This design comes from an exercise in tuning for small area, a short achievable clock period and few clock cycles per item on the open sky130 flow, not from production work.
Where RTL was checked, it was by simulation tests only, not by an equivalence proof against the original.
For runs 1 to 4, only the layout was checked, not whether the RTL still works.
Power and IR drop assume default switching activity.

### flow/constraint.sdc
create_clock -name core_clock -period 9.0 [get_ports {clk}]
set_input_delay 1.8000 -clock core_clock [delete_from_list [all_inputs] [get_ports {clk}]]
set_output_delay 1.8000 -clock core_clock [all_outputs]
set_load 0.01 [all_outputs]
### flow/flow/run.sh
#!/bin/bash
# The standard layout, with the port buffers made of plain buffers
# (sky130_fd_sc_hd__buf_1) instead of the cell buffer_ports picks by itself.
set -euo pipefail
export BUFFER_PORTS_ARGS="-buffer_cell sky130_fd_sc_hd__buf_1"

bash standard.sh > standard.log 2>&1
### flow/config.mk
export PLATFORM = sky130hd
export DESIGN_NAME = prng
export DESIGN_NICKNAME = prng
export VERILOG_FILES = /design/flow/design.v
export SDC_FILE = /design/flow/constraint.sdc
export NUM_CORES = 8
export LEC_CHECK = 0
export CAP_MARGIN = 20
export CORE_MARGIN = 2
export CORE_UTILIZATION = 40
export CTS_CLUSTER_DIAMETER = 200
export CTS_CLUSTER_SIZE = 50
export SLEW_MARGIN = 70
### flow/design.v
`timescale 1ns / 1ps
module prng (
	input clk,     
	input rst,   
	input [31:0] seed,
	input start,
	input cont,
	output reg done,
	output [31:0] rand_num
);
reg        busy;       
reg  [2:0] cnt;        
reg [30:0] acc;        
reg  [3:0] en;         
wire [30:0] a = acc;
wire [30:0] b = ~{acc[2:0], acc[30:3]} & {{7{en[3]}}, {8{en[2]}}, {8{en[1]}}, {8{en[0]}}};
wire [30:0] g0 = a & b;
wire [30:0] p0 = a ^ b;
wire b0g0_1 = g0[1] | p0[1] & g0[0];
wire b0p0_1 = p0[1] & p0[0];
wire b0g0_3 = g0[3] | p0[3] & g0[2];
wire b0p0_3 = p0[3] & p0[2];
wire b0g1_2 = g0[2] | p0[2] & b0g0_1;
wire b0p1_2 = p0[2] & b0p0_1;
wire b0g1_3 = b0g0_3 | b0p0_3 & b0g0_1;
wire b0p1_3 = b0p0_3 & b0p0_1;
wire b1g0_5 = g0[5] | p0[5] & g0[4];
wire b1p0_5 = p0[5] & p0[4];
wire b1g0_7 = g0[7] | p0[7] & g0[6];
wire b1p0_7 = p0[7] & p0[6];
wire b1g1_6 = g0[6] | p0[6] & b1g0_5;
wire b1p1_6 = p0[6] & b1p0_5;
wire b1g1_7 = b1g0_7 | b1p0_7 & b1g0_5;
wire b1p1_7 = b1p0_7 & b1p0_5;
wire b2g0_9 = g0[9] | p0[9] & g0[8];
wire b2p0_9 = p0[9] & p0[8];
wire b2g0_11 = g0[11] | p0[11] & g0[10];
wire b2p0_11 = p0[11] & p0[10];
wire b2g1_10 = g0[10] | p0[10] & b2g0_9;
wire b2p1_10 = p0[10] & b2p0_9;
wire b2g1_11 = b2g0_11 | b2p0_11 & b2g0_9;
wire b2p1_11 = b2p0_11 & b2p0_9;
wire b3g0_13 = g0[13] | p0[13] & g0[12];
wire b3p0_13 = p0[13] & p0[12];
wire b3g0_15 = g0[15] | p0[15] & g0[14];
wire b3p0_15 = p0[15] & p0[14];
wire b3g1_14 = g0[14] | p0[14] & b3g0_13;
wire b3p1_14 = p0[14] & b3p0_13;
wire b3g1_15 = b3g0_15 | b3p0_15 & b3g0_13;
wire b3p1_15 = b3p0_15 & b3p0_13;
wire b4g0_17 = g0[17] | p0[17] & g0[16];
wire b4p0_17 = p0[17] & p0[16];
wire b4g0_19 = g0[19] | p0[19] & g0[18];
wire b4p0_19 = p0[19] & p0[18];
wire b4g1_18 = g0[18] | p0[18] & b4g0_17;
wire b4p1_18 = p0[18] & b4p0_17;
wire b4g1_19 = b4g0_19 | b4p0_19 & b4g0_17;
wire b4p1_19 = b4p0_19 & b4p0_17;
wire b5g0_21 = g0[21] | p0[21] & g0[20];
wire b5p0_21 = p0[21] & p0[20];
wire b5g0_23 = g0[23] | p0[23] & g0[22];
wire b5p0_23 = p0[23] & p0[22];
wire b5g1_22 = g0[22] | p0[22] & b5g0_21;
wire b5p1_22 = p0[22] & b5p0_21;
wire b5g1_23 = b5g0_23 | b5p0_23 & b5g0_21;
wire b5p1_23 = b5p0_23 & b5p0_21;
wire b6g0_25 = g0[25] | p0[25] & g0[24];
wire b6p0_25 = p0[25] & p0[24];
wire b6g0_27 = g0[27] | p0[27] & g0[26];
wire b6p0_27 = p0[27] & p0[26];
wire b6g1_26 = g0[26] | p0[26] & b6g0_25;
wire b6p1_26 = p0[26] & b6p0_25;
wire b6g1_27 = b6g0_27 | b6p0_27 & b6g0_25;
wire b6p1_27 = b6p0_27 & b6p0_25;
wire b7g0_29 = g0[29] | p0[29] & g0[28];
wire b7p0_29 = p0[29] & p0[28];
wire b7g1_30 = g0[30] | p0[30] & b7g0_29;
wire b7p1_30 = p0[30] & b7p0_29;
wire cg0_0 = b0g1_3 | b0p1_3 & b7g1_30;
wire cp0_0 = b0p1_3 & b7p1_30;
wire cg0_1 = b1g1_7 | b1p1_7 & b0g1_3;
wire cp0_1 = b1p1_7 & b0p1_3;
wire cg0_2 = b2g1_11 | b2p1_11 & b1g1_7;
wire cp0_2 = b2p1_11 & b1p1_7;
wire cg0_3 = b3g1_15 | b3p1_15 & b2g1_11;
wire cp0_3 = b3p1_15 & b2p1_11;
wire cg0_4 = b4g1_19 | b4p1_19 & b3g1_15;
wire cp0_4 = b4p1_19 & b3p1_15;
wire cg0_5 = b5g1_23 | b5p1_23 & b4g1_19;
wire cp0_5 = b5p1_23 & b4p1_19;
wire cg0_6 = b6g1_27 | b6p1_27 & b5g1_23;
wire cp0_6 = b6p1_27 & b5p1_23;
wire cg0_7 = b7g1_30 | b7p1_30 & b6g1_27;
wire cp0_7 = b7p1_30 & b6p1_27;
wire cg1_0 = cg0_0 | cp0_0 & cg0_6;
wire cp1_0 = cp0_0 & cp0_6;
wire cg1_1 = cg0_1 | cp0_1 & cg0_7;
wire cp1_1 = cp0_1 & cp0_7;
wire cg1_2 = cg0_2 | cp0_2 & cg0_0;
wire cp1_2 = cp0_2 & cp0_0;
wire cg1_3 = cg0_3 | cp0_3 & cg0_1;
wire cp1_3 = cp0_3 & cp0_1;
wire cg1_4 = cg0_4 | cp0_4 & cg0_2;
wire cp1_4 = cp0_4 & cp0_2;
wire cg1_5 = cg0_5 | cp0_5 & cg0_3;
wire cp1_5 = cp0_5 & cp0_3;
wire cg1_6 = cg0_6 | cp0_6 & cg0_4;
wire cp1_6 = cp0_6 & cp0_4;
wire cg1_7 = cg0_7 | cp0_7 & cg0_5;
wire cp1_7 = cp0_7 & cp0_5;
wire cg2_0 = cg1_0 | cp1_0 & cg1_4;
wire cp2_0 = cp1_0 & cp1_4;
wire cg2_1 = cg1_1 | cp1_1 & cg1_5;
wire cp2_1 = cp1_1 & cp1_5;
wire cg2_2 = cg1_2 | cp1_2 & cg1_6;
wire cp2_2 = cp1_2 & cp1_6;
wire cg2_3 = cg1_3 | cp1_3 & cg1_7;
wire cp2_3 = cp1_3 & cp1_7;
wire cg2_4 = cg1_4 | cp1_4 & cg1_0;
wire cp2_4 = cp1_4 & cp1_0;
wire cg2_5 = cg1_5 | cp1_5 & cg1_1;
wire cp2_5 = cp1_5 & cp1_1;
wire cg2_6 = cg1_6 | cp1_6 & cg1_2;
wire cp2_6 = cp1_6 & cp1_2;
wire cg2_7 = cg1_7 | cp1_7 & cg1_3;
wire cp2_7 = cp1_7 & cp1_3;
wire [30:0] c;
wire cin0 = cg2_7;
assign c[0] = cin0;
assign c[1] = g0[0] | p0[0] & cin0;
assign c[2] = b0g0_1 | b0p0_1 & cin0;
assign c[3] = b0g1_2 | b0p1_2 & cin0;
wire cin1 = cg2_0;
assign c[4] = cin1;
assign c[5] = g0[4] | p0[4] & cin1;
assign c[6] = b1g0_5 | b1p0_5 & cin1;
assign c[7] = b1g1_6 | b1p1_6 & cin1;
wire cin2 = cg2_1;
assign c[8] = cin2;
assign c[9] = g0[8] | p0[8] & cin2;
assign c[10] = b2g0_9 | b2p0_9 & cin2;
assign c[11] = b2g1_10 | b2p1_10 & cin2;
wire cin3 = cg2_2;
assign c[12] = cin3;
assign c[13] = g0[12] | p0[12] & cin3;
assign c[14] = b3g0_13 | b3p0_13 & cin3;
assign c[15] = b3g1_14 | b3p1_14 & cin3;
wire cin4 = cg2_3;
assign c[16] = cin4;
assign c[17] = g0[16] | p0[16] & cin4;
assign c[18] = b4g0_17 | b4p0_17 & cin4;
assign c[19] = b4g1_18 | b4p1_18 & cin4;
wire cin5 = cg2_4;
assign c[20] = cin5;
assign c[21] = g0[20] | p0[20] & cin5;
assign c[22] = b5g0_21 | b5p0_21 & cin5;
assign c[23] = b5g1_22 | b5p1_22 & cin5;
wire cin6 = cg2_5;
assign c[24] = cin6;
assign c[25] = g0[24] | p0[24] & cin6;
assign c[26] = b6g0_25 | b6p0_25 & cin6;
assign c[27] = b6g1_26 | b6p1_26 & cin6;
wire cin7 = cg2_6;
assign c[28] = cin7;
assign c[29] = g0[28] | p0[28] & cin7;
assign c[30] = b7g0_29 | b7p0_29 & cin7;
wire [30:0] x = (busy || done) ? p0 : {seed[15:0], seed[30:16]};
wire [30:0] d = x ^ c;
assign rand_num = {1'b0, acc};
always @(posedge clk) begin
	if (rst) begin
		busy <= 1'b0;
		done <= 1'b0;
		cnt  <= 3'd0;
	end else if (busy) begin
		cnt <= cnt + 3'd1;
		if (cnt == 3'd4) begin
			busy <= 1'b0;
			done <= 1'b1;
		end
	end else if (done) begin
		if (!start) done <= 1'b0;
	end else if (start) begin
		busy <= 1'b1;
		cnt  <= 3'd0;
	end
end
always @(posedge clk) begin
	if (rst) begin
		en <= 4'd0;
	end else if (busy) begin
		if (cnt == 3'd4)          en[0] <= 1'b0;
		if (cnt[2])               en[1] <= 1'b0;
		if (cnt[2] && !cnt[1])    en[2] <= 1'b0;
		if (cnt[2] && !cnt[0])    en[3] <= 1'b0;
	end else if (!done && start) begin
		en <= 4'hf;
	end
end
always @(posedge clk)
	acc <= d;
endmodule
### flow/standard.sh
#!/bin/bash
# synth_recipe.tcl (not shown) runs the flow's synth.tcl, then flattens the netlist and writes it again
# the make line also repeats each setting of config.mk as NAME=value (left out here)
make -C /OpenROAD-flow-scripts/flow DESIGN_CONFIG=/design/flow/config.mk WORK_HOME=/design/flow/orfs CLKGATE_MAP_FILE= SYNTH_SCRIPT=/design/flow/synth_recipe.tcl "${@:-finish}"
==> key figures, run 1 <==
Logic synthesis
  – Sequential fraction of the synthesis area: 0.257
  – Post-Syn Area: 0.00312 mm2
  – Mean post-synth cell area: 8.90 um2
  – Synth top area share: 0.257
  – Synth warn: 1
  – XOR/XNOR Fraction of Synth Area: 0.0759
  – Asr flop ratio synth: 0
  – Post-Synth Adder-Cell Area: 0.132
  – Post-synthesis compound-gate area fraction: 0.208
  – Area contributors post-synth: dfxtp_1 26%, ha_1 13%, mux2i_1 9.0%, nor2b_1 6.4%, a21oi_1 5.3%
  – Largest family of logic cells by synthesized area: compound AO/OA/AOI/OAI gates
  – Synth Instances: 350
  – Synth unique cells: 54
  – Post-synth top flop: dfxtp_1
  – Largest area contributor in the netlist: dfxtp_1
  – Syn_nets: 419
  – Synth Area in Simple Gates: 0.201
  – Post-synth EDFFs: 0
  – Post-synthesis mux area share: 0.104
  – FF+latch count, synth: 40

Job
  – Max-cap violations: 0

Critical path
  – Startpoint Class: flip-flop
  – Crit end category: output pin
  – CP required: 7.20 ns
  – WP buf/inv: 1
  – CP top delay family: flip-flops
  – CP peak stage delay: 0.42 ns
  – Slowest-stage cell, CP: dfxtp_1
  – CP max FO: 4
  – Critical-path cell list: buf_1
  – Crit Path Class: reg -> out
  – Critical path arrival: 0.89 ns

Placement
  – # port buffers: 65
  – Placer Congestion: 0.931
  – Dpl cell area: 0.00347 mm2
  – Hpwl dp: 5780 um

Drt
  – DR iter-0 viols: 119
  – DRT Pass-1 Iters: 4
  – Vias per Instance: 5.35
  – ANT nets after route: 0
  – Drt drc: 0
  – Number of vias in the routed layout: 2,791
  – WL per Instance: 14.1 um
  – Routed wire length: 7380 um

Floorplan
  – FP Rows: 32
  – DIE AREA: 0.00851 mm2
  – Core area: 0.00765 mm2
  – Initial Utilization: 0.408
  – IO Pins: 69
  – Die span in y: 92.3 um
  – Die X: 92.3 um

Clock tree
  – H-tree Lvls: 2
  – Clock buffer count from CTS: 5
  – Hold-fix buffers, CTS: 0
  – Worst-case clock buffer depth: 2
  – CTS Root Cell: clkbuf_8
  – Clock-pin slew on the worst setup and hold paths: 0.09 ns
  – Clock Sinks: 40
  – Setup Buffers After CTS: 0
  – CTS tree: yes
  – Clk Latency, worst-skew pair: 0.30 ns
  – Number of gates resized after cts: 0

Cells and area
  – ANT cells: 0
  – Design Area, Final: 0.00363 mm2
  – Area delta synth->final: 16.5%
  – Fillers: 783
  – Sequential cell area: 801 um2
  – NumNets Final: 488
  – Layout cells sized above 1: 0.107
  – Multi-input logic area: 0.00229 mm2

Pwr
  – Max VDD drop: 0.151 mV
  – Leak pwr: 1.49 nW
  – PwrDens: 311 mW/mm2

Timing
  – Setup tns final: 0 ns
  – F_max: 0.371 GHz
  – Final setup violation count: 0
  – Clock period minus worst slack: 2.69 ns
  – RSZ-0062 raised after global routing: false
  – Skew final: 0.0116 ns
  – Final hold vios: 0
  – Final Cycle Share: 0.299
  – Slew Limit Fails: 0
  – WHS: 0.506 ns

Global routing
  – Total GRT Usage: 0.176
  – Number of global-route vias before repair: 2,606
  – First-pass GRT wire length: 12,200 um
  – Remaining Overflow, GRT: 0
  – Initial antenna violation count: 0
  – Largest net degree at the start of global routing: 33

Run status
  – Status: complete, no violations

Hold path
  – Hold Path Class: reg -> reg
-- layout make-up --
type | count | area share
well taps | 102 | 0.0351
repair buffers | 68 | 0.0734
clock inverters | 3 | 0.0131
clock buffers | 5 | 0.0189
multi-input cells | 297 | 0.632
inverters | 7 | 0.00723
flip-flops and latches | 40 | 0.220
-- worst paths after layout --
| kind | depth (start not counted) | end | startpoint | slack [ns] |
|---|---|---|---|---|
| worst max-delay path | 1 | done | done$_SDFFE_PP0P_ | 6.31 |
| worst min-delay path | 2 | cnt[2]$_SDFFE_PP0P_ | cnt[2]$_SDFFE_PP0P_ | 0.51 |
| worst max register to register | 9 | acc[30]$_DFF_P_ | en[0]$_SDFFE_PP0P_ | 6.37 |
| worst min register to register | 2 | cnt[2]$_SDFFE_PP0P_ | cnt[2]$_SDFFE_PP0P_ | 0.51 |
-- metal layers --
metal | global-route usage | share of wire | up-vias | wire length [um]
li1 | - | - | 1442 | -
met1 | 0.251 | 0.51 | 1289 | 3750
met2 | 0.270 | 0.44 | 58 | 3230
met3 | 0.0509 | 0.051 | 2 | 375
met4 | 0.0261 | 0.0039 | 0 | 29
met5 | 0 | 0 | - | 0
-- placed cells by master (no fill, tap or decap), types with 4 or more instances in the layout --
cell | netlist | layout
mux2i_1 | 28 | 28
a211oi_1 | 4 | 4
mux2_2 | 4 | 4
a21oi_2 | 4 | 4
nand3_1 | 9 | 9
nor2b_1 | 32 | 32
nor3_1 | 7 | 7
and2_1 | 7 | 7
o21ai_0 | 12 | 11
ha_1 | 33 | 33
dfxtp_1 | 40 | 40
nor2_1 | 14 | 11
nand4_1 | 4 | 4
a221oi_2 | 4 | 4
buf_1 | 1 | 64
a21oi_1 | 33 | 33
inv_1 | 7 | 7
xor2_1 | 17 | 17
clkbuf_8 | 0 | 5
or2_2 | 4 | 4
o21ai_1 | 7 | 6
nand2_1 | 16 | 16
xnor2_1 | 10 | 10
-- report_power, final --
part	leakage (nW)	internal, mW	switching [mW]
sequential	0.336	0.257	0.0747
clock	0.0583	0.0837	0.0712
combinational	1.10	0.267	0.377
-- logic make-up (layout without fill, tap and decap cells) --
kind of cell               Yosys count  after routing
buffers and inverters               13             83
DFF                                 40             40
adders and majority gates           33             33
and+or+nand+nor                    111            111
AOI/OAI and AO/OA                   93             93
xor gates and xnor gates            27             27
muxes                               32             32
other                                1              1
-- sequential cells by signal (all words and copies together), names as in the netlist --
| signal | flops |
|---|---|
| acc | 31 |
| en | 4 |
| cnt | 3 |
| busy | 1 |
| done | 1 |
-- worst register-to-register path, stage by stage (launching register included) --
cell and delay (ns):
dfxtp_1 0.51, nor2b_1 0.20, ha_1 0.32, a21oi_1 0.18, o21ai_1 0.14, a21oi_2 0.22
o21ai_1 0.14, a31o_2 0.30, a2111oi_1 0.40, nor3_1 0.09
-- cells in the mapped netlist (all sizes together), types with 5 or more instances --
cell and n:
dfxtp 40, a21oi 37, ha 33, nor2b 32
mux2i 28, o21ai 19, nand2 17, xor2 17
nor2 14, xnor2 10, nand3 9, and2 8
inv 7, nor3 7, buf 6, and4 5
-- stage by stage --
| step | setup WS (ns) | utilization | total power, mW | instances |
|---|---|---|---|---|
| after CTS | 6.29 | 0.470 | 1.12 | 520 |
| after detailed placement | 6.11 | 0.454 | 0.963 | 512 |
| after global placement | 6.12 | 0.453 | 0.951 | 512 |
| after floorplan | 6.24 | - | 0.791 | 350 |
| after global routing | 6.14 | 0.475 | 1.24 | 522 |
| final | 6.31 | 0.475 | 1.13 | 522 |
==> run 2: changes to the inputs <==
--- a/flow/config.mk
+++ b/flow/config.mk
@@ -9,4 +9,5 @@
 export CORE_MARGIN = 2
 export CORE_UTILIZATION = 40
+export CTS_BUF_LIST = sky130_fd_sc_hd__clkbuf_16
 export CTS_CLUSTER_DIAMETER = 200
 export CTS_CLUSTER_SIZE = 50
==> run 2 against run 1 <==
  * Non-clock buffer count unchanged
  * Highest routed layer unchanged
  * Worst hold slack worse by 0.0041 ns
  * Largest cell class unchanged
  * Total power up 5.2%
  * Still clean
  * Register-to-register slack about the same
==> key figures, run 2 <==
Timing
  – RSZ-0062 raised after global routing: false
  – WHS: 0.502 ns (-0.00409 ns)
  – Slew Limit Fails: 0 (unchanged)
  – Setup tns final: 0 ns (unchanged)
  – Final setup margin: 6.32 ns (+0.0189 ns)
  – Clock period minus worst slack: 2.68 ns (-0.0189 ns)
  – Final setup violation count: 0 (unchanged)
  – Final Cycle Share: 0.297 (-0.00210)
  – Final hold vios: 0 (unchanged)
  – Skew final: 0.00598 ns (-0.00564 ns)
  – F_max: 0.374 GHz (+0.70%)

Critical path
  – CP peak stage delay: 0.41 ns (about the same)
  – Startpoint Class: flip-flop
  – CP top delay family: flip-flops
  – WP buf/inv: 1 (unchanged)
  – R2r worst-path depth: 9 (unchanged)
  – Slowest-stage cell, CP: dfxtp_1
  – CP required: 7.20 ns (about the same)
  – Crit Path Class: reg -> out
  – Critical-path cell list: buf_1
  – WP depth: 1 (unchanged)
  – CP max FO: 4 (unchanged)
  – Crit end category: output pin
  – Critical path arrival: 0.88 ns (about the same)

Drt
  – Routed wire length: 7500 um (+1.5%)
  – Number of vias in the routed layout: 2,797 (+0.21%)
  – DRT Pass-1 Iters: 4 (unchanged)
  – ANT nets after route: 0 (unchanged)
  – WL per Instance: 14.4 um (+1.5%)
  – Vias per Instance: 5.36 (+0.21%)
  – DR iter-0 viols: 138 (+16%)
  – Drt drc: 0 (unchanged)

Cells and area
  – ANT cells: 0 (unchanged)
  – Layout cells sized above 1: 0.107 (unchanged)
  – NumNets Final: 488 (unchanged)
  – Area delta synth->final: 18.3%
  – Biggest regs: acc: 31 flops, en: 4 flops, cnt: 3 flops
  – Top reg by flops: acc
  – Finished Core Util: 0.482 (+0.00736)
  – Fillers: 779 (-0.51%)
  – Max reg flops: 31 (unchanged)
  – Most common cell after layout, fill and taps aside: buf_1
  – Final cell count without fillers: 522 (unchanged)
  – Most frequent cells in the layout: 64 x buf_1, 40 x dfxtp_1, 33 x a21oi_1, 33 x ha_1, 32 x nor2b_1
  – Design Area, Final: 0.00369 mm2 (+1.6%)

Logic synthesis
  – Most common cell in the synthesized netlist: dfxtp_1
  – Sequential fraction of the synthesis area: 0.257 (unchanged)
  – Mean post-synth cell area: 8.90 um2 (unchanged)
  – FF+latch count, synth: 40 (unchanged)
  – Area contributors post-synth: dfxtp_1 26%, ha_1 13%, mux2i_1 9.0%, nor2b_1 6.4%, a21oi_1 5.3%
  – Synth Instances: 350 (unchanged)
  – Largest area contributor in the netlist: dfxtp_1
  – Post-synth EDFFs: 0 (unchanged)
  – Post-synth top flop: dfxtp_1
  – Syn_nets: 419 (unchanged)
  – Synth top cells by count: 40 x dfxtp_1, 33 x a21oi_1, 33 x ha_1
  – Post-Syn Area: 0.00312 mm2 (unchanged)
  – Synth unique cells: 54 (unchanged)
  – Asr flop ratio synth: 0 (unchanged)
  – Synth top area share: 0.257 (unchanged)
  – Synth warn: 1 (unchanged)

Global routing
  – Initial antenna violation count: 0 (unchanged)
  – Largest net degree at the start of global routing: 33 (unchanged)
  – Number of global-route vias before repair: 2,622 (+0.61%)
  – Remaining Overflow, GRT: 0 (unchanged)
  – First-pass GRT wire length: 12,400 um (+1.0%)
  – Total GRT Usage: 0.182 (+0.00517)

Clock tree
  – CTS Root Cell: clkbuf_16
  – CTS tree: yes
  – Worst-case clock buffer depth: 2 (unchanged)
  – Hold-fix buffers, CTS: 0 (unchanged)
  – Clock buffer count from CTS: 5 (unchanged)
  – Setup Buffers After CTS: 0 (unchanged)
  – Clock Sinks: 40 (unchanged)
  – H-tree Lvls: 2 (unchanged)
  – Clk Latency, worst-skew pair: 0.29 ns (about the same)
  – Clock-pin slew on the worst setup and hold paths: 0.07 ns (-0.02 ns)
  – Number of gates resized after cts: 0 (unchanged)

Floorplan
  – Die span in y: 92.3 um (unchanged)
  – Core area: 0.00765 mm2 (unchanged)
  – FP Rows: 32 (unchanged)
  – Die X: 92.3 um (unchanged)
  – Initial Utilization: 0.408 (unchanged)
  – IO Pins: 69 (unchanged)
  – DIE AREA: 0.00851 mm2 (unchanged)

Placement
  – Placer Congestion: 0.931 (unchanged)
  – Hpwl dp: 5780 um (unchanged)
  – Cell count after placement: 512 (unchanged)
  – Pre-CTS setup slack: 6.11 ns (unchanged)
  – # port buffers: 65 (unchanged)
  – Dpl cell area: 0.00347 mm2 (unchanged)

Hold path
  – Hold Crit Depth: 2 (unchanged)
  – Hold Path Class: reg -> reg

Pwr
  – PwrDens: 322 mW/mm2 (+3.6%)
  – Total power: 1.19 mW (+5.2%)
  – Leak pwr: 1.52 nW (+1.7%)
  – Max VDD drop: 0.150 mV (-0.67%)

Run status
  – Status: complete, no violations

Job
  – Max-cap violations: 0 (unchanged)
-- run 2: worst paths after layout --
| kind | from | slack (ns) | endpoint |
|---|---|---|---|
| worst max-delay path | done$_SDFFE_PP0P_ | 6.32 | done |
| worst max register to register | en[2]$_SDFFE_PP0P_ | 6.37 | acc[30]$_DFF_P_ |
| worst min register to register | cnt[2]$_SDFFE_PP0P_ | 0.50 | cnt[2]$_SDFFE_PP0P_ |
| worst min-delay path | cnt[2]$_SDFFE_PP0P_ | 0.50 | cnt[2]$_SDFFE_PP0P_ |
-- run 2: routing by layer --
layer / up-vias / GRT usage / share of wire
met4: 0 / 0.0585 / 0.015
met3: 7 / 0.0542 / 0.057
met2: 66 / 0.271 / 0.42
met5: - / 0 / 0
met1: 1280 / 0.250 / 0.50
li1: 1444 / - / -
-- run 2: cells by family after synthesis --
kind of cell,Yosys count,synth area share
buffers and inverters,13,0.0201
adder cells (fa/ha/maj),33,0.132
flip-flops,40,0.257
XOR/XNOR,27,0.0759
other,1,0.00120
AO/OA/AOI/OAI,93,0.208
AND/OR/NAND/NOR,111,0.201
multiplexers,32,0.104
-- run 2: where the power goes --
part / switching [mW] / leakage [nW] / internal (mW)
clock network: 0.0796 / 0.0840 / 0.132
logic: 0.378 / 1.10 / 0.267
registers: 0.0756 / 0.336 / 0.257
-- run 2: area by class of cell --
cell class	instances	area, um2	area share
clock buffers	5	125	0.0339
clock inverters	3	47.5	0.0129
inverters	7	26.3	0.00712
multi-input cells	297	2290	0.622
flip-flops and latches	40	801	0.217
well taps	102	128	0.0346
repair buffers	68	267	0.0723
-- run 2: worst min-delay path: stages, from the launching register on --
cell and delay [ns]:
dfxtp_1 0.33, o21ai_0 0.07, a21oi_1 0.06
==> run 3: changes to the inputs <==
--- a/flow/config.mk
+++ b/flow/config.mk
@@ -10,5 +10,3 @@
 export CORE_UTILIZATION = 40
 export CTS_BUF_LIST = sky130_fd_sc_hd__clkbuf_16
-export CTS_CLUSTER_DIAMETER = 200
-export CTS_CLUSTER_SIZE = 50
 export SLEW_MARGIN = 70
==> run 3 against run 2 <==
  * Worst setup slack unchanged
  * Sequential share of layout area stayed put
  * Core utilization stayed put
  * Cell area did not move
  * Non-clock buffer count unchanged
  * Synthesized area unchanged
  * Clock power barely moved
  * Die area is the same
  * Fmax unchanged
  * Cell count is the same
  * Still clean on timing, DRC and antenna
==> key figures, run 3 <==
Cells and area
  – NumNets Final: 488 (unchanged)
  – Final cell count without fillers: 522 (unchanged)
  – Max reg flops: 31 (unchanged)
  – Sequential cell area: 801 um2 (unchanged)
  – Multi-input logic area: 0.00229 mm2 (unchanged)
  – Fillers: 779 (unchanged)
  – Layout cells sized above 1: 0.107 (unchanged)
  – Biggest regs: acc: 31 flops, en: 4 flops, cnt: 3 flops
  – Most common cell after layout, fill and taps aside: buf_1
  – ANT cells: 0 (unchanged)
  – Top reg by flops: acc
  – Most frequent cells in the layout: 64 x buf_1, 40 x dfxtp_1, 33 x a21oi_1, 33 x ha_1, 32 x nor2b_1
  – Area delta synth->final: 18.3% (unchanged)

Drt
  – M1 WL: 3770 um (unchanged)
  – Drt drc: 0 (unchanged)
  – ANT nets after route: 0 (unchanged)
  – Number of vias in the routed layout: 2,797 (unchanged)
  – DRT Pass-1 Iters: 4 (unchanged)
  – DR WL met2: 3190 um (unchanged)
  – DR top layer: met4
  – Routed wire length: 7500 um (unchanged)
  – DR WL met3: 426 um (unchanged)
  – DR iter-0 viols: 138 (unchanged)
  – WL per Instance: 14.4 um (unchanged)
  – Vias per Instance: 5.36 (unchanged)

Floorplan
  – Core area: 0.00765 mm2 (unchanged)
  – Die span in y: 92.3 um (unchanged)
  – IO Pins: 69 (unchanged)
  – Initial Utilization: 0.408 (unchanged)
  – DIE AREA: 0.00851 mm2 (unchanged)
  – FP Rows: 32 (unchanged)
  – Die X: 92.3 um (unchanged)

Logic synthesis
  – Synth top area share: 0.257 (unchanged)
  – Post-synth EDFFs: 0 (unchanged)
  – Post-synthesis compound-gate area fraction: 0.208 (unchanged)
  – Post-synthesis mux area share: 0.104 (unchanged)
  – Synth warn: 1 (unchanged)
  – Post-Synth Adder-Cell Area: 0.132 (unchanged)
  – Post-Syn Area: 0.00312 mm2 (unchanged)
  – Synth top cells by count: 40 x dfxtp_1, 33 x a21oi_1, 33 x ha_1
  – FF+latch count, synth: 40 (unchanged)
  – Largest area contributor in the netlist: dfxtp_1
  – Largest family of logic cells by synthesized area: compound AO/OA/AOI/OAI gates
  – Sequential fraction of the synthesis area: 0.257 (unchanged)
  – Asr flop ratio synth: 0 (unchanged)
  – Area contributors post-synth: dfxtp_1 26%, ha_1 13%, mux2i_1 9.0%, nor2b_1 6.4%, a21oi_1 5.3%
  – Most common cell in the synthesized netlist: dfxtp_1
  – Mean post-synth cell area: 8.90 um2 (unchanged)
  – Synth Area in Simple Gates: 0.201 (unchanged)
  – Synth Instances: 350 (unchanged)
  – Syn_nets: 419 (unchanged)
  – Synth unique cells: 54 (unchanged)
  – XOR/XNOR Fraction of Synth Area: 0.0759 (unchanged)
  – Post-synth top flop: dfxtp_1

Hold path
  – HP Start: cnt[2]$_SDFFE_PP0P_
  – Hold Path End: cnt[2]$_SDFFE_PP0P_
  – Hold Crit Depth: 2 (unchanged)
  – Hold Path Class: reg -> reg

Clock tree
  – Clock Sinks: 40 (unchanged)
  – Clock-pin slew on the worst setup and hold paths: 0.07 ns (about the same)
  – Clock buffer count from CTS: 5 (unchanged)
  – Clk Latency, worst-skew pair: 0.29 ns (about the same)
  – Hold-fix buffers, CTS: 0 (unchanged)
  – Number of gates resized after cts: 0 (unchanged)
  – CTS Root Cell: clkbuf_16
  – CTS tree: yes
  – H-tree Lvls: 2 (unchanged)
  – Setup Buffers After CTS: 0 (unchanged)
  – Worst-case clock buffer depth: 2 (unchanged)

Critical path
  – R2r worst-path depth: 9 (unchanged)
  – Critical path arrival: 0.88 ns (about the same)
  – R2R setup slack: 6.37 ns (about the same)
  – CP top delay family: flip-flops
  – CP peak stage delay: 0.41 ns (about the same)
  – WP buf/inv: 1 (unchanged)
  – Crit end category: output pin
  – Reg-to-Reg Start: en[2]$_SDFFE_PP0P_
  – Crit Path Class: reg -> out
  – CP required: 7.20 ns (about the same)
  – R2R Path End: acc[30]$_DFF_P_
  – Critical-path cell list: buf_1
  – Slowest-stage cell, CP: dfxtp_1
  – CP max FO: 4 (unchanged)
  – Startpoint Class: flip-flop

Run status
  – Status: complete, no violations

Global routing
  – First-pass GRT wire length: 12,400 um (unchanged)
  – Largest net degree at the start of global routing: 33 (unchanged)
  – Remaining Overflow, GRT: 0 (unchanged)
  – Initial antenna violation count: 0 (unchanged)
  – Total GRT Usage: 0.182 (unchanged)
  – Number of global-route vias before repair: 2,622 (unchanged)

Timing
  – Clock period minus worst slack: 2.68 ns (unchanged)
  – RSZ-0062 raised after global routing: false
  – F_max: 0.374 GHz (unchanged)
  – Final hold vios: 0 (unchanged)
  – Final Cycle Share: 0.297 (unchanged)
  – Setup tns final: 0 ns (unchanged)
  – Final setup margin: 6.32 ns (unchanged)
  – Slew Limit Fails: 0 (unchanged)
  – Final setup violation count: 0 (unchanged)
  – Skew final: 0.00598 ns (unchanged)

Job
  – Max-cap violations: 0 (unchanged)

Pwr
  – Leak pwr: 1.52 nW (unchanged)
  – Total power: 1.19 mW (unchanged)
  – Max VDD drop: 0.150 mV (unchanged)
  – PwrDens: 322 mW/mm2 (unchanged)

Placement
  – Cell count after placement: 512 (unchanged)
  – Placer Congestion: 0.931 (unchanged)
  – Hpwl dp: 5780 um (unchanged)
  – Pre-CTS setup slack: 6.11 ns (unchanged)
  – # port buffers: 65 (unchanged)
==> run 3: cell counts after synthesis <==
Identical to the previous run, type by type.
==> run 3: kinds of logic after synthesis <==
kind of cell / count (synthesis)
DFF: 40
and+or+nand+nor: 111
buffers and inverters: 13
other: 1
xor gates and xnor gates: 27
muxes: 32
AOI/OAI and AO/OA: 93
adders and majority gates: 33
==> run 3: worst max-delay path by stage <==
stage / from / endpoint / slack, ns / cells after the start
final: done$_SDFFE_PP0P_ / done / 6.32 / 1
after global routing: en[2]$_SDFFE_PP0P_ / acc[30]$_DFF_P_ / 6.12 / 9
after CTS: done$_SDFFE_PP0P_ / done / 6.31 / 1
after detailed placement: seed[12] / acc[27]$_DFF_P_ / 6.11 / 5
after global placement: seed[12] / acc[27]$_DFF_P_ / 6.12 / 5
after floorplan: seed[12] / acc[27]$_DFF_P_ / 6.24 / 4
==> run 3: layout make-up <==
type	instances	share of cell area
clock inverters	3	0.0129
multi-input cells	297	0.622
well taps	102	0.0346
clock buffers	5	0.0339
repair buffers	68	0.0723
flip-flops and latches	40	0.217
inverters	7	0.00712
==> run 3: power by group <==
part / leakage [nW] / internal (mW) / switching, mW / total (mW)
Combinational: 1.10 / 0.267 / 0.378 / 0.645
Clock: 0.0840 / 0.132 / 0.0796 / 0.211
Sequential: 0.336 / 0.257 / 0.0756 / 0.332
==> run 3: metrics by stage <==
| step | util | hold WS, ns | area [um2] |
|---|---|---|---|
| final | 0.482 | 0.502 | 3690 |
| after global routing | 0.482 | 0.533 | 3690 |
| after CTS | 0.477 | 0.509 | 3650 |
| after detailed placement | 0.454 | 0.498 | 3470 |
| after global placement | 0.453 | 0.494 | 3470 |
| after floorplan | - | 0.471 | 3120 |
==> run 3: routing by layer <==
layer / global-route usage / up-vias
li1: - / 1444
met1: 0.250 / 1280
met2: 0.271 / 66
met3: 0.0542 / 7
met4: 0.0585 / 0
met5: 0 / -
==> run 4: changes to the inputs <==
--- a/flow/config.mk
+++ b/flow/config.mk
@@ -9,4 +9,6 @@
 export CORE_MARGIN = 2
 export CORE_UTILIZATION = 40
-export CTS_BUF_LIST = sky130_fd_sc_hd__clkbuf_16
+export CTS_BUF_LIST = sky130_fd_sc_hd__clkbuf_8
+export CTS_CLUSTER_DIAMETER = 100
+export CTS_CLUSTER_SIZE = 30
 export SLEW_MARGIN = 70
==> run 4 against run 3 <==
  * Total power shrank 5.0%
  * Core utilization shrank 0.74 points
  * Count of clock-buffer cells in the layout is the same
  * Wire length is 1.5% lower
  * Clock skew increased by 0.0056 ns
  * Via count fell by 0.21%
  * Cell count stayed put
  * Register-to-register slack about the same
  * Largest cell class unchanged
  * Cell area decreased by 1.5%
  * Largest power group unchanged
  * Global-route usage shrank 0.52 points
  * Sequential share of layout area grew 0.34 points
  * Synthesized cell count unchanged
==> key figures, run 4 <==
Cells and area
  – ANT cells: 0 (unchanged)
  – Area delta synth->final: 16.5%
  – Design Area, Final: 0.00363 mm2 (-1.5%)
  – Biggest regs: acc: 31 flops, en: 4 flops, cnt: 3 flops
  – Top reg by flops: acc
  – Layout cells sized above 1: 0.107 (unchanged)
  – Fillers: 783 (+0.51%)
  – Max reg flops: 31 (unchanged)
  – Final cell count without fillers: 522 (unchanged)
  – Most frequent cells in the layout: 64 x buf_1, 40 x dfxtp_1, 33 x a21oi_1, 33 x ha_1, 32 x nor2b_1
  – NumNets Final: 488 (unchanged)
  – Most common cell after layout, fill and taps aside: buf_1
  – Finished Core Util: 0.475 (-0.00736)

Logic synthesis
  – Synth warn: 1 (unchanged)
  – Sequential fraction of the synthesis area: 0.257 (unchanged)
  – Area contributors post-synth: dfxtp_1 26%, ha_1 13%, mux2i_1 9.0%, nor2b_1 6.4%, a21oi_1 5.3%
  – Post-synth top flop: dfxtp_1
  – Synth unique cells: 54 (unchanged)
  – FF+latch count, synth: 40 (unchanged)
  – Post-synth EDFFs: 0 (unchanged)
  – Post-Syn Area: 0.00312 mm2 (unchanged)
  – Asr flop ratio synth: 0 (unchanged)
  – Synth Instances: 350 (unchanged)
  – Synth top area share: 0.257 (unchanged)
  – Largest area contributor in the netlist: dfxtp_1
  – Syn_nets: 419 (unchanged)
  – Mean post-synth cell area: 8.90 um2 (unchanged)
  – Synth top cells by count: 40 x dfxtp_1, 33 x a21oi_1, 33 x ha_1
  – Most common cell in the synthesized netlist: dfxtp_1

Global routing
  – Total GRT Usage: 0.176 (-0.00517)
  – Initial antenna violation count: 0 (unchanged)
  – First-pass GRT wire length: 12,200 um (-1.0%)
  – Number of global-route vias before repair: 2,606 (-0.61%)
  – Remaining Overflow, GRT: 0 (unchanged)
  – Largest net degree at the start of global routing: 33 (unchanged)

Hold path
  – HP Start: cnt[2]$_SDFFE_PP0P_
  – Hold Path End: cnt[2]$_SDFFE_PP0P_
  – Hold Path Class: reg -> reg
  – Hold Crit Depth: 2 (unchanged)

Timing
  – F_max: 0.371 GHz (-0.70%)
  – Final setup violation count: 0 (unchanged)
  – Clock period minus worst slack: 2.69 ns (+0.0189 ns)
  – Final setup margin: 6.31 ns (-0.0189 ns)
  – Final Cycle Share: 0.299 (+0.00210)
  – Setup tns final: 0 ns (unchanged)
  – Final hold vios: 0 (unchanged)
  – Skew final: 0.0116 ns (+0.00564 ns)
  – Slew Limit Fails: 0 (unchanged)
  – RSZ-0062 raised after global routing: false

Critical path
  – R2R Path End: acc[30]$_DFF_P_
  – WP buf/inv: 1 (unchanged)
  – R2r worst-path depth: 9 (unchanged)
  – Critical path arrival: 0.89 ns (about the same)
  – Crit end category: output pin
  – CP peak stage delay: 0.42 ns (about the same)
  – Startpoint Class: flip-flop
  – Critical-path cell list: buf_1
  – Slowest-stage cell, CP: dfxtp_1
  – CP required: 7.20 ns (about the same)
  – CP max FO: 4 (unchanged)
  – Crit Path Class: reg -> out
  – Reg-to-Reg Start: en[0]$_SDFFE_PP0P_
  – R2R setup slack: 6.37 ns (about the same)
  – CP top delay family: flip-flops

Clock tree
  – Clk Latency, worst-skew pair: 0.30 ns (about the same)
  – Clock-pin slew on the worst setup and hold paths: 0.09 ns (+0.02 ns)
  – CTS tree: yes
  – Number of gates resized after cts: 0 (unchanged)
  – Clock Sinks: 40 (unchanged)
  – Worst-case clock buffer depth: 2 (unchanged)
  – Clock buffer count from CTS: 5 (unchanged)
  – CTS Root Cell: clkbuf_8
  – Hold-fix buffers, CTS: 0 (unchanged)
  – H-tree Lvls: 2 (unchanged)
  – Setup Buffers After CTS: 0 (unchanged)

Pwr
  – PwrDens: 311 mW/mm2 (-3.5%)
  – Leak pwr: 1.49 nW (-1.7%)
  – Max VDD drop: 0.151 mV (+0.68%)

Floorplan
  – IO Pins: 69 (unchanged)
  – DIE AREA: 0.00851 mm2 (unchanged)
  – Core area: 0.00765 mm2 (unchanged)
  – Initial Utilization: 0.408 (unchanged)
  – FP Rows: 32 (unchanged)
  – Die span in y: 92.3 um (unchanged)
  – Die X: 92.3 um (unchanged)

Drt
  – Number of vias in the routed layout: 2,791 (-0.21%)
  – Routed wire length: 7380 um (-1.5%)
  – Drt drc: 0 (unchanged)
  – WL per Instance: 14.1 um (-1.5%)
  – DR iter-0 viols: 119 (-14%)
  – ANT nets after route: 0 (unchanged)
  – Vias per Instance: 5.35 (-0.21%)
  – DRT Pass-1 Iters: 4 (unchanged)

Placement
  – # port buffers: 65 (unchanged)
  – Cell count after placement: 512 (unchanged)
  – Hpwl dp: 5780 um (unchanged)
  – Placer Congestion: 0.931 (unchanged)
  – Pre-CTS setup slack: 6.11 ns (unchanged)
  – Dpl cell area: 0.00347 mm2 (unchanged)

Job
  – Max-cap violations: 0 (unchanged)

Run status
  – Status: complete, no violations
[run 4: worst register-to-register path: cells and delay by family (launching register included)]
family | cells | cell delay (ns)
AOI/OAI and AO/OA | 6 | 1.38
adders and majority gates | 1 | 0.32
DFF | 1 | 0.51
and+or+nand+nor | 2 | 0.29
[run 4: per-stage QoR]
step / hold slack [ns] / total power, mW
after global placement: 0.494 / 0.951
after global routing: 0.538 / 1.24
after detailed placement: 0.498 / 0.963
final: 0.506 / 1.13
after CTS: 0.514 / 1.12
after floorplan: 0.471 / 0.791
[run 4: worst max path at each step]
stage / depth (start not counted) / end / start / slack (ns)
3_5_place_dp: 5 / acc[27]$_DFF_P_ / seed[12] / 6.11
4_1_cts: 1 / done / done$_SDFFE_PP0P_ / 6.29
6_report: 1 / done / done$_SDFFE_PP0P_ / 6.31
5_1_grt: 9 / acc[30]$_DFF_P_ / en[2]$_SDFFE_PP0P_ / 6.14
3_3_place_gp: 5 / acc[27]$_DFF_P_ / seed[12] / 6.12
2_1_floorplan: 4 / acc[27]$_DFF_P_ / seed[12] / 6.24
[run 4: final cells by class]
cell class,instances,area (um2),share of cell area
multi-input combinational,297,2290,0.632
timing repair buffer,68,267,0.0734
inverter,7,26.3,0.00723
tap,102,128,0.0351
sequential,40,801,0.220
clock buffer,5,68.8,0.0189
clock inverter,3,47.5,0.0131
[run 4: cell families (layout without fill, tap and decap cells)]
| group | Yosys count | count (layout) | share of synthesized area |
|---|---|---|---|
| fa+ha+maj | 33 | 33 | 0.132 |
| other cells | 1 | 1 | 0.00120 |
| buf+inv | 13 | 83 | 0.0201 |
| compound gates | 93 | 93 | 0.208 |
| xor+xnor | 27 | 27 | 0.0759 |
| mux | 32 | 32 | 0.104 |
| flops | 40 | 40 | 0.257 |
| simple gates | 111 | 111 | 0.201 |
[run 4: report_power, final]
group	switching [mW]	internal [mW]
Combinational	0.377	0.267
Clock	0.0712	0.0837
Sequential	0.0747	0.257
[run 4: layer usage]
layer | share of wire | global-route usage
met5 | 0 | 0
met3 | 0.051 | 0.0509
met4 | 0.0039 | 0.0261
met2 | 0.44 | 0.270
met1 | 0.51 | 0.251
==> run 5: changes to the inputs <==
--- a/flow/design.v
+++ b/flow/design.v
@@ -12,7 +12,6 @@
 reg  [2:0] cnt;        
 reg [30:0] acc;        
-reg  [3:0] en;         
 wire [30:0] a = acc;
-wire [30:0] b = ~{acc[2:0], acc[30:3]} & {{7{en[3]}}, {8{en[2]}}, {8{en[1]}}, {8{en[0]}}};
+wire [30:0] b = ~{acc[2:0], acc[30:3]} & {31{busy}};
 wire [30:0] g0 = a & b;
 wire [30:0] p0 = a ^ b;
@@ -165,6 +164,5 @@
 assign c[29] = g0[28] | p0[28] & cin7;
 assign c[30] = b7g0_29 | b7p0_29 & cin7;
-wire [30:0] x = (busy || done) ? p0 : {seed[15:0], seed[30:16]};
-wire [30:0] d = x ^ c;
+wire [30:0] sum = p0 ^ c;
 assign rand_num = {1'b0, acc};
 always @(posedge clk) begin
@@ -187,16 +185,8 @@
 end
 always @(posedge clk) begin
-	if (rst) begin
-		en <= 4'd0;
-	end else if (busy) begin
-		if (cnt == 3'd4)          en[0] <= 1'b0;
-		if (cnt[2])               en[1] <= 1'b0;
-		if (cnt[2] && !cnt[1])    en[2] <= 1'b0;
-		if (cnt[2] && !cnt[0])    en[3] <= 1'b0;
-	end else if (!done && start) begin
-		en <= 4'hf;
-	end
+	if (busy || done)
+		acc <= sum;
+	else
+		acc <= {seed[15:0], seed[30:16]};
 end
-always @(posedge clk)
-	acc <= d;
 endmodule
==> flow/run.sh (new file) <==
#!/bin/bash
# synth_recipe.tcl (not shown) runs the flow's synth.tcl, then flattens the netlist and writes it again
# the make line also repeats each setting of config.mk as NAME=value (left out here)
make -C /OpenROAD-flow-scripts/flow DESIGN_CONFIG=/design/flow/config.mk WORK_HOME=/design/flow/orfs CLKGATE_MAP_FILE= SYNTH_SCRIPT=/design/flow/synth_recipe.tcl finish
--- a/flow/config.mk
+++ b/flow/config.mk
@@ -9,6 +9,3 @@
 export CORE_MARGIN = 2
 export CORE_UTILIZATION = 40
-export CTS_BUF_LIST = sky130_fd_sc_hd__clkbuf_8
-export CTS_CLUSTER_DIAMETER = 100
-export CTS_CLUSTER_SIZE = 30
 export SLEW_MARGIN = 70
removed: flow/flow/run.sh
removed: flow/standard.sh
==> run 5 against run 4 <==
  * Still clean
  * Worst setup slack worse by 0.40 ns
  * Global-route usage is essentially flat
  * Combinational power shrank about 40%
  * Clock skew is 0.0065 ns lower
  * Sequential cell count decreased by 4
  * Worst hold slack got worse by 0.0031 ns
  * Highest routed layer unchanged
==> key figures, run 5 <==
Run status
  – Status: complete, no violations

Timing
  – Final setup margin: 5.90 ns (-0.403 ns)
  – WHS: 0.503 ns (-0.00306 ns)
  – Clock period minus worst slack: 3.10 ns (+0.403 ns)
  – RSZ-0062 raised after global routing: false
  – Setup tns final: 0 ns (unchanged)
  – Final setup violation count: 0 (unchanged)
  – F_max: 0.323 GHz (-13%)
  – Slew Limit Fails: 0 (unchanged)
  – Final hold vios: 0 (unchanged)
  – Skew final: 0.00512 ns (-0.00650 ns)
  – Final Cycle Share: 0.344 (+0.0448)

Drt
  – DRT Pass-1 Iters: 4 (unchanged)
  – Number of vias in the routed layout: 2,683 (-3.9%)
  – Routed wire length: 6770 um (-8.4%)
  – ANT nets after route: 0 (unchanged)
  – Drt drc: 0 (unchanged)
  – Vias per Instance: 5.17 (-3.3%)
  – DR iter-0 viols: 122 (+2.5%)
  – WL per Instance: 13.0 um (-7.9%)

Critical path
  – Crit Path Class: reg -> out
  – CP max FO: 4 (unchanged)
  – CP top delay family: buffers and inverters
  – WP depth: 1 (unchanged)
  – Slowest-stage cell, CP: clkdlybuf4s50_1
  – Reg-to-Reg Start: busy$_SDFF_PP0_
  – Critical path arrival: 1.30 ns (+0.41 ns)
  – Startpoint Class: flip-flop
  – CP required: 7.20 ns (about the same)
  – Crit end category: output pin
  – R2r worst-path depth: 9 (unchanged)
  – CP peak stage delay: 0.57 ns (+0.15 ns)
  – R2R setup slack: 5.96 ns (-0.41 ns)
  – Critical-path cell list: clkdlybuf4s50_1
  – R2R Path End: acc[20]$_DFF_P_
  – WP buf/inv: 1 (unchanged)

Logic synthesis
  – Synth unique cells: 49 (-9.3%)
  – Mean post-synth cell area: 8.22 um2 (-7.7%)
  – Syn_nets: 433 (+3.3%)
  – FF+latch count, synth: 36 (-10%)
  – Area contributors post-synth: dfxtp_1 25%, ha_1 14%, nor2b_1 6.6%, nand2_1 6.0%, fa_1 5.5%
  – Post-Syn Area: 0.00293 mm2 (-6.1%)
  – Post-synth top flop: dfxtp_1
  – Largest area contributor in the netlist: dfxtp_1
  – Synth top area share: 0.246 (-0.0106)
  – Synth warn: 1 (unchanged)
  – Sequential fraction of the synthesis area: 0.246 (-0.0106)
  – Synth top cells by count: 47 x nand2_1, 36 x dfxtp_1, 33 x ha_1
  – Synth Instances: 356 (+1.7%)
  – Most common cell in the synthesized netlist: nand2_1
  – Asr flop ratio synth: 0 (unchanged)
  – Post-synth EDFFs: 0 (unchanged)

Cells and area
  – Final cell count without fillers: 519 (-0.57%)
  – Max reg flops: 31 (unchanged)
  – Design Area, Final: 0.00377 mm2 (+3.9%)
  – Area delta synth->final: 29.0%
  – Top reg by flops: acc
  – Most common cell after layout, fill and taps aside: clkdlybuf4s50_1
  – NumNets Final: 496 (+1.6%)
  – Most frequent cells in the layout: 65 x clkdlybuf4s50_1, 47 x nand2_1, 35 x dfxtp_1, 33 x ha_1, 31 x nor2b_1
  – Layout cells sized above 1: 0.0690 (-0.0381)
  – Biggest regs: acc: 31 flops, cnt: 3 flops
  – ANT cells: 0 (unchanged)

Floorplan
  – Die span in y: 89.5 um (-3.0%)
  – Initial Utilization: 0.408 (about the same)
  – Core area: 0.00718 mm2 (-6.2%)
  – DIE AREA: 0.00801 mm2 (-5.9%)
  – IO Pins: 69 (unchanged)
  – FP Rows: 31 (-3.1%)
  – Die X: 89.5 um (-3.0%)

Global routing
  – Initial antenna violation count: 0 (unchanged)
  – Largest net degree at the start of global routing: 55 (+67%)
  – Total GRT Usage: 0.176 (-0.000485)
  – Number of global-route vias before repair: 2,459 (-5.6%)
  – Remaining Overflow, GRT: 0 (unchanged)
  – First-pass GRT wire length: 11,100 um (-9.5%)

Hold path
  – Hold Path Class: reg -> reg
  – Hold Crit Depth: 2 (unchanged)
  – Hold Path End: done$_SDFFE_PP0P_
  – HP Start: cnt[2]$_SDFFE_PP0P_

Clock tree
  – Clk Latency, worst-skew pair: 0.29 ns (about the same)
  – Number of gates resized after cts: 0 (unchanged)
  – H-tree Lvls: 2 (unchanged)
  – CTS Root Cell: clkbuf_8
  – Hold-fix buffers, CTS: 0 (unchanged)
  – Worst-case clock buffer depth: 2 (unchanged)
  – Clock buffer count from CTS: 5 (unchanged)
  – CTS tree: yes
  – Clock-pin slew on the worst setup and hold paths: 0.08 ns (about the same)
  – Setup Buffers After CTS: 0 (unchanged)
  – Clock Sinks: 36 (-10%)

Placement
  – # port buffers: 65 (unchanged)
  – Pre-CTS setup slack: 5.96 ns (-0.144 ns)
  – Placer Congestion: 0.870 (-6.5%)
  – Hpwl dp: 5260 um (-9.0%)
  – Cell count after placement: 511 (-0.20%)
  – Dpl cell area: 0.00368 mm2 (+5.9%)

Pwr
  – Max VDD drop: 0.0820 mV (-46%)
  – PwrDens: 194 mW/mm2 (-38%)
  – Leak pwr: 1.54 nW (+3.4%)

Job
  – Max-cap violations: 0 (unchanged)
==> run 5: worst max path at each step <==
stage | start | to | slack, ns
2_1_floorplan | busy$_SDFF_PP0_ | acc[20]$_DFF_P_ | 6.06
3_3_place_gp | busy$_SDFF_PP0_ | acc[20]$_DFF_P_ | 5.40
3_5_place_dp | busy$_SDFF_PP0_ | acc[20]$_DFF_P_ | 5.96
4_1_cts | acc[28]$_DFF_P_ | rand_num[28] | 5.87
5_1_grt | busy$_SDFF_PP0_ | acc[20]$_DFF_P_ | 5.76
6_report | acc[28]$_DFF_P_ | rand_num[28] | 5.90
==> run 5: stage by stage <==
step                power [mW]   util
floorplan                0.484      -
global placement         0.614  0.512
detailed placement       0.618  0.513
CTS                      0.741  0.525
global route             0.798  0.526
finish                   0.732  0.526
==> run 5: power by group <==
| part | switching (mW) | total [mW] | internal, mW |
|---|---|---|---|
| registers | 0.0367 | 0.228 | 0.191 |
| logic | 0.195 | 0.388 | 0.192 |
| clock network | 0.0629 | 0.117 | 0.0540 |
| total | 0.295 | 0.732 | 0.437 |
==> run 5: metal layers <==
metal,global-route usage,part of all wire,vias to the layer above
met1,0.234,0.49,1240
met4,0.0434,0.0084,0
met2,0.287,0.46,64
li1,-,-,1374
met3,0.0434,0.047,5
met5,0,0,-
==> run 5: final cells by class <==
cell class                      count  area, um2
Fill cell                         703       3400
Clock inverter                      3       18.8
Inverter                           12       45.0
Timing Repair Buffer               66        662
Sequential cell                    36        724
Multi-Input combinational cell    298       2130
Clock buffer                        5       68.8
Tap cell                           99        124
==> run 5: logic make-up (layout without fill, tap and decap cells) <==
logic type | count (synthesis) | count (layout) | synth area share
xor+xnor | 23 | 23 | 0.0689
compound gates | 94 | 94 | 0.209
mux | 9 | 9 | 0.0342
simple gates | 130 | 130 | 0.215
buf+inv | 22 | 86 | 0.0295
fa+ha+maj | 41 | 41 | 0.196
flops | 36 | 36 | 0.246
other cells | 1 | 1 | 0.00128
Testbench counts of run 5, summed over its fixed seeds: cycles 18,432, items 2,048.

==> what the ideal ports hide <==
In the flow no input, the clock included, has a driving cell. The finished layouts below were timed again as built, in two steps.
Step 1: set_driving_cell puts a clkbuf_16 on clk and a buf_2 on each other input, an assumption about the parent block.
Step 2, shift: input delay + t, output delay - t, t = (earliest + latest rising clock arrival at the registers) / 2. This alone moves slack from input paths to output paths.
Three values: ideal ports, drivers, drivers and shift; two values: the first two.
| run | t, ns | setup WS [ns] | worst hold slack (ns) | latest minus earliest clock arrival (ns) | cell pins on the clock port's net |
|---|---|---|---|---|---|
| run 1 | 0.323 | 6.305 / 6.276 / 6.092 | 0.506 / 0.506 / 0.506 | 0.012 / 0.011 | 1 |
| run 2 | 0.325 | 6.324 / 6.287 / 6.085 | 0.502 / 0.502 / 0.502 | 0.006 / 0.006 | 1 |
| run 3 | 0.325 | 6.324 / 6.287 / 6.085 | 0.502 / 0.502 / 0.502 | 0.006 / 0.006 | 1 |
| run 4 | 0.323 | 6.305 / 6.276 / 6.092 | 0.506 / 0.506 / 0.506 | 0.012 / 0.011 | 1 |
| run 5 | 0.319 | 5.902 / 5.873 / 5.960 | 0.503 / 0.503 / 0.503 | 0.005 / 0.005 | 1 |
After both steps every run listed still meets setup and hold.
